Source: an optimization exercise on an open RTL-to-GDS flow (aim: small area and a short achievable clock period). Production flows keep margins and buffers that such runs may drop.
Only simulation tests tie the RTL to the original design; equivalence was not proved.
No activity file was given, so power comes from the tool's default toggle rates.

Setup of build 37:
## process
module process(opcode,data,clk,rst,fout);
input [9:0]opcode;
input [4:0]data;
input clk,rst;
output [7:0]fout;
reg [3:0] fc;
reg sd, sh;
reg [2:0] d;
reg [7:0] qa;
reg [7:0] A, O, B;
reg [7:0] R1, R2, R3, R4;
reg dq;             
reg [2:0] dm;       
wire [3:0] op = opcode[9:6];
wire [2:0] so = opcode[5:3];
wire [7:0] r1n = (d == 3'd0) ? 8'b0 : (d == 3'd1) ? B : R1;
wire [7:0] an = sd ? {3'b000, data} : sh ? A : qa;
function [3:0] dstep;  
  input [2:0] m; input aj; input [3:0] D;
  reg q, b0, b1; reg [2:0] s;
  begin
    q = (m > D[3:1]) | ((m == D[3:1]) & (aj | ~D[0]));
    b0 = ~aj & D[0];
    b1 = (~m[0] & D[1]) | (~m[0] & b0) | (D[1] & b0);
    s = {m[1] ^ D[2] ^ b1, m[0] ^ D[1] ^ b0, aj ^ D[0]};
    dstep = {q, q ? s : {m[1:0], aj}};
  end
endfunction
wire [3:0] dn = an[3:0];
wire nq4 = (r1n[7:4] >= dn);
wire [2:0] nm4 = nq4 ? r1n[6:4] - dn[2:0] : r1n[6:4];
always @(posedge clk) begin
  case (op)
    4'd0:  fc <= 4'b0010;
    4'd1:  fc <= 4'b0000;
    4'd2:  fc <= 4'b0001;
    4'd3:  fc <= 4'b0100;
    4'd4:  fc <= 4'b0101;
  ...
Settings: LEC_CHECK=0, ABC_AREA=1, CAP_MARGIN=20, CORE_MARGIN=2, CORE_UTILIZATION=65, CTS_BUF_LIST=sky130_fd_sc_hd__clkbuf_4 sky130_fd_sc_hd__clkbuf_8, SETUP_SLACK_MARGIN=4.7, SLEW_MARGIN=20; clock period 7.5 ns.
standard.sh (not shown) runs the stock make flow with config.mk's settings and CLKGATE_MAP_FILE= SYNTH_SCRIPT=/design/flow/synth_recipe.tcl, a recipe that flattens the netlist after the stock synthesis.
==> flow/flow/run.sh <==
#!/bin/bash
# Standard layout with two changes to how it is made:
# - adders are not mapped to the slow fa/ha cells, so abc can restructure
#   the arithmetic for speed;
# - the port buffers are plain buf_2 cells instead of the delay cells that
#   buffer_ports picks on its own.
set -euo pipefail
bash standard.sh ADDER_MAP_FILE= "BUFFER_PORTS_ARGS=-buffer_cell sky130_fd_sc_hd__buf_2" finish > standard.log 2>&1
> inputs changed (build 37 -> build 3)
- a change of SETUP_SLACK_MARGIN from 4.7 to 5
### Flow results
Taking build 37 as the reference, in build 3 placement-stage cell area +0.46%; tightest slew margin relative to the limit +15 points. [compare] base=build 37 new=build 3: worst hold slack across all endpoints saw little to no change, via count has increased, routed wire length went up about 8%, buffer levels on the longest clock path now sits at about the same level, setup slack up 110 ps. Against build 37 as the reference, build 3 delivers a lower final period demand of the worst path. Going from build 37 to build 3, post-route standard cell area excluding fillers grew by more than 10%.
For build 61, these inputs were changed with respect to build 3:
- SETUP_SLACK_MARGIN now 4.9, was 5
==> flow/flow/run.sh <==
#!/bin/bash
# Standard layout with three changes to how it is made:
# - adders are not mapped to the slow fa/ha cells, so abc can restructure
#   the arithmetic for speed;
# - the port buffers are plain buf_2 cells instead of the delay cells that
#   buffer_ports picks on its own;
# - timing repair does not clone gates.
set -euo pipefail
bash standard.sh ADDER_MAP_FILE= "BUFFER_PORTS_ARGS=-buffer_cell sky130_fd_sc_hd__buf_2" SKIP_GATE_CLONING=1 finish > standard.log 2>&1
Notes after the runs:
- In build 61 relative to build 3, overall power had gone up slightly.
- Comparing build 61 against build 3, there is no change at all in number of well taps.
- Build 61 vs. build 3: total area of multi-input combinational cells went down, register fraction of the total cell area went up, fraction of the cycle the final worst path needs went down, stage delay of the slowest cell on the critical path went down, global routing met3 resource utilization went up.
- Worst-skew pair later-pin latency of build 61 is on par with build 3.
- Multi-input logic portion of the cell area is lower on build 61
- On final cell area excluding filler cells: between build 61 and build 3, it ends up higher for build 3.

---

Setup of the baseline:
The RTL this note starts from:
==> flow/design.v <==
module process(opcode,data,clk,rst,fout);
input [9:0]opcode;
input [4:0]data;
input clk,rst;
output [7:0]fout;
reg [3:0] fc;
reg sd, sh;
reg [2:0] d;
reg [7:0] qa;
reg [7:0] A, O, B;
reg [7:0] R1, R2, R3, R4;
reg dq;             
reg [2:0] dm;       
wire [3:0] op = opcode[9:6];
wire [2:0] so = opcode[5:3];
wire [7:0] r1n = (d == 3'd0) ? 8'b0 : (d == 3'd1) ? B : R1;
wire [7:0] an = sd ? {3'b000, data} : sh ? A : qa;
function [3:0] dstep;  
  input [2:0] m; input aj; input [3:0] D;
  reg q, b0, b1; reg [2:0] s;
  begin
    q = (m > D[3:1]) | ((m == D[3:1]) & (aj | ~D[0]));
    b0 = ~aj & D[0];
    b1 = (~m[0] & D[1]) | (~m[0] & b0) | (D[1] & b0);
    s = {m[1] ^ D[2] ^ b1, m[0] ^ D[1] ^ b0, aj ^ D[0]};
    dstep = {q, q ? s : {m[1:0], aj}};
  end
endfunction
wire [3:0] dn = an[3:0];
wire nq4 = (r1n[7:4] >= dn);
wire [2:0] nm4 = nq4 ? r1n[6:4] - dn[2:0] : r1n[6:4];
always @(posedge clk) begin
  case (op)
    4'd0:  fc <= 4'b0010;
    4'd1:  fc <= 4'b0000;
    4'd2:  fc <= 4'b0001;
    4'd3:  fc <= 4'b0100;
    4'd4:  fc <= 4'b0101;
    4'd5:  fc <= 4'b1000;
    4'd6:  fc <= 4'b1001;
    4'd7:  fc <= 4'b1010;
    4'd8:  fc <= 4'b1011;
    4'd9:  fc <= 4'b1100;
    4'd10: fc <= 4'b1101;
    4'd11: fc <= 4'b1111;
    4'd12: fc <= 4'b1110;
    default: ;
  endcase
  sd <= (so == 3'd5);
  sh <= so[2] & so[1];
  d  <= opcode[2:0];
  if (rst) qa <= 8'b0;
  else case (so)
    3'd1: qa <= R1;
    3'd2: qa <= R2;
    3'd3: qa <= R3;
    3'd4: qa <= R4;
    default: qa <= 8'b0;
  endcase
  A <= an;
  B <= O;
  case (d)
    3'd0: begin R1 <= 8'b0; R2 <= 8'b0; R3 <= 8'b0; R4 <= 8'b0; end
    3'd1: R1 <= B;
    3'd2: R2 <= B;
    3'd3: R3 <= B;
    3'd4: R4 <= B;
    default: ;
  endcase
  dq <= nq4;
  dm <= nm4;
end
wire [7:0] a = R1;
wire [7:0] b = A;
wire [3:0] db = b[3:0];
wire [3:0] v3 = {dm, a[3]};
wire [3:0] v2 = {dm[1:0], a[3:2]};
wire [3:0] v1 = {dm[0], a[3:1]};
wire [3:0] v0 = a[3:0];
wire [3:0] dx1 = {db[2:0], 1'b0};    
wire [3:0] dx2 = {db[1:0], 2'b0};
wire [3:0] dx4 = {db[0], 3'b0};
wire [3:0] dx3 = dx2 + dx1;
wire [3:0] dx5 = dx4 + dx1;
wire [3:0] dx6 = dx4 + dx2;
wire [3:0] dx7 = 4'd0 - dx1;
wire q3 = (v3 >= db);
wire c2a = (v2 >= db), c2b = (v2 - dx1 >= db);
wire q2 = q3 ? c2b : c2a;
wire c1a = (v1 >= db), c1b = (v1 - dx1 >= db), c1c = (v1 - dx2 >= db), c1d = (v1 - dx3 >= db);
wire q1 = q2 ? (q3 ? c1d : c1b) : (q3 ? c1c : c1a);
wire [7:0] c0 = {v0 - dx7 >= db, v0 - dx6 >= db, v0 - dx5 >= db, v0 - dx4 >= db,
                 v0 - dx3 >= db, v0 - dx2 >= db, v0 - dx1 >= db, v0 >= db};
wire q0 = c0[{q3, q2, q1}];
wire [4:0] q = {dq, q3, q2, q1, q0};
wire [7:0] prod = a * b;
wire [7:0] bx = b ^ {8{fc[0]}};
wire [7:0] sum = a + bx + {7'b0, fc[0]};
reg [7:0] lg, sh8, y;
always @* begin
  case (fc[1:0])
    2'd0: lg = ~a;
    2'd1: lg = a & b;
    2'd2: lg = a | b;
    default: lg = a ^ b;
  endcase
  case (fc[1:0])
    2'd0: sh8 = {b[6:0], 1'b0};
    2'd1: sh8 = {1'b0, b[7:1]};
    2'd2: sh8 = {b[6:0], b[7]};
    default: sh8 = {b[0], b[7:1]};
  endcase
  case (fc[3:2])
    2'd0: y = fc[1] ? 8'b0 : sum;
    2'd1: y = fc[0] ? {3'b000, q} : prod;
    2'd2: y = lg;
    default: y = sh8;
  endcase
end
always @(posedge clk) O <= y;
assign fout = O;
endmodule
Settings: LEC_CHECK=0, ABC_AREA=1, CAP_MARGIN=20, CORE_MARGIN=2, CORE_UTILIZATION=65, CTS_BUF_LIST=sky130_fd_sc_hd__clkbuf_8, CTS_CLUSTER_DIAMETER=150, CTS_CLUSTER_SIZE=40, SETUP_SLACK_MARGIN=4.7, SLEW_MARGIN=20; clock period 7.5 ns.
==> flow/flow/run.sh <==
#!/bin/bash
# Standard layout with two changes to how it is made:
# - adders are not mapped to the slow fa/ha cells, so abc can restructure
#   the arithmetic for speed;
# - the port buffers are plain buf_2 cells instead of the delay cells that
#   buffer_ports picks on its own.
set -euo pipefail
bash standard.sh ADDER_MAP_FILE= "BUFFER_PORTS_ARGS=-buffer_cell sky130_fd_sc_hd__buf_2" finish > standard.log 2>&1
The baseline: done, clean on timing, DRC and antenna
The inputs of the candidate differ from those of the baseline as listed below.
Settings: clearing CTS_CLUSTER_SIZE, which used to be 40; swapping 4.7 for 4.5 in SETUP_SLACK_MARGIN; swapping sky130_fd_sc_hd__clkbuf_8 for sky130_fd_sc_hd__clkbuf_4 sky130_fd_sc_hd__clkbuf_8 in CTS_BUF_LIST; clearing CTS_CLUSTER_DIAMETER, which used to be 150.
Findings:
Looking only at delay of the slowest cell on the worst path, and setting everything else aside, the higher value of the candidate and the baseline goes to the candidate.
The candidate vs the baseline, final area went down by 2.7%.
The internal reg-to-reg setup slack of the candidate is lower than that of the baseline.
Diff the candidate and the baseline: final critical-path setup slack higher in the baseline
The candidate reports a higher worst IR drop on VDD than the baseline does.
[compare] base=the baseline new=the candidate: reported leakage power went down 2.9%, fmax went down about 6.4%.

static timing again, ports no longer ideal:
The results above use ideal ports. As a check the final layouts listed here were re-extracted and re-timed, cells and wires unchanged.
Step 1: set_driving_cell puts a clkbuf_16 on clk and a buf_2 on each other input, an assumption about the parent block.
Step 2 adds t to the input delays and takes it off the output delays; t is the mean of the earliest and latest rising clock arrival at the registers after step 1. Input paths then give back, and output paths get back, about the clock's delay inside the block.
Three values: no drivers, after step 1, after step 2; two values: the first two.
run | t (ns) | setup WS [ns] | hold slack, ns | worst setup path at the end
build 37 | 0.382 | 4.776 / 4.776 / 4.501 | 0.355 / 0.355 / 0.355 | input to register
build 3 | 0.371 | 4.884 / 4.882 / 4.511 | 0.356 / 0.356 / 0.356 | input to register
build 61 | 0.380 | 4.971 / 4.982 / 4.602 | 0.358 / 0.358 / 0.358 | input to register
the baseline | 0.379 | 4.828 / 4.828 / 4.481 | 0.355 / 0.355 / 0.355 | input to register
the candidate | 0.381 | 4.646 / 4.646 / 4.489 | 0.357 / 0.357 / 0.357 | input to register
After both steps every run listed still meets setup and hold. For build 3, which loses most, drivers alone change the setup slack by -0.002 ns; drivers and shift together by -0.373 ns.
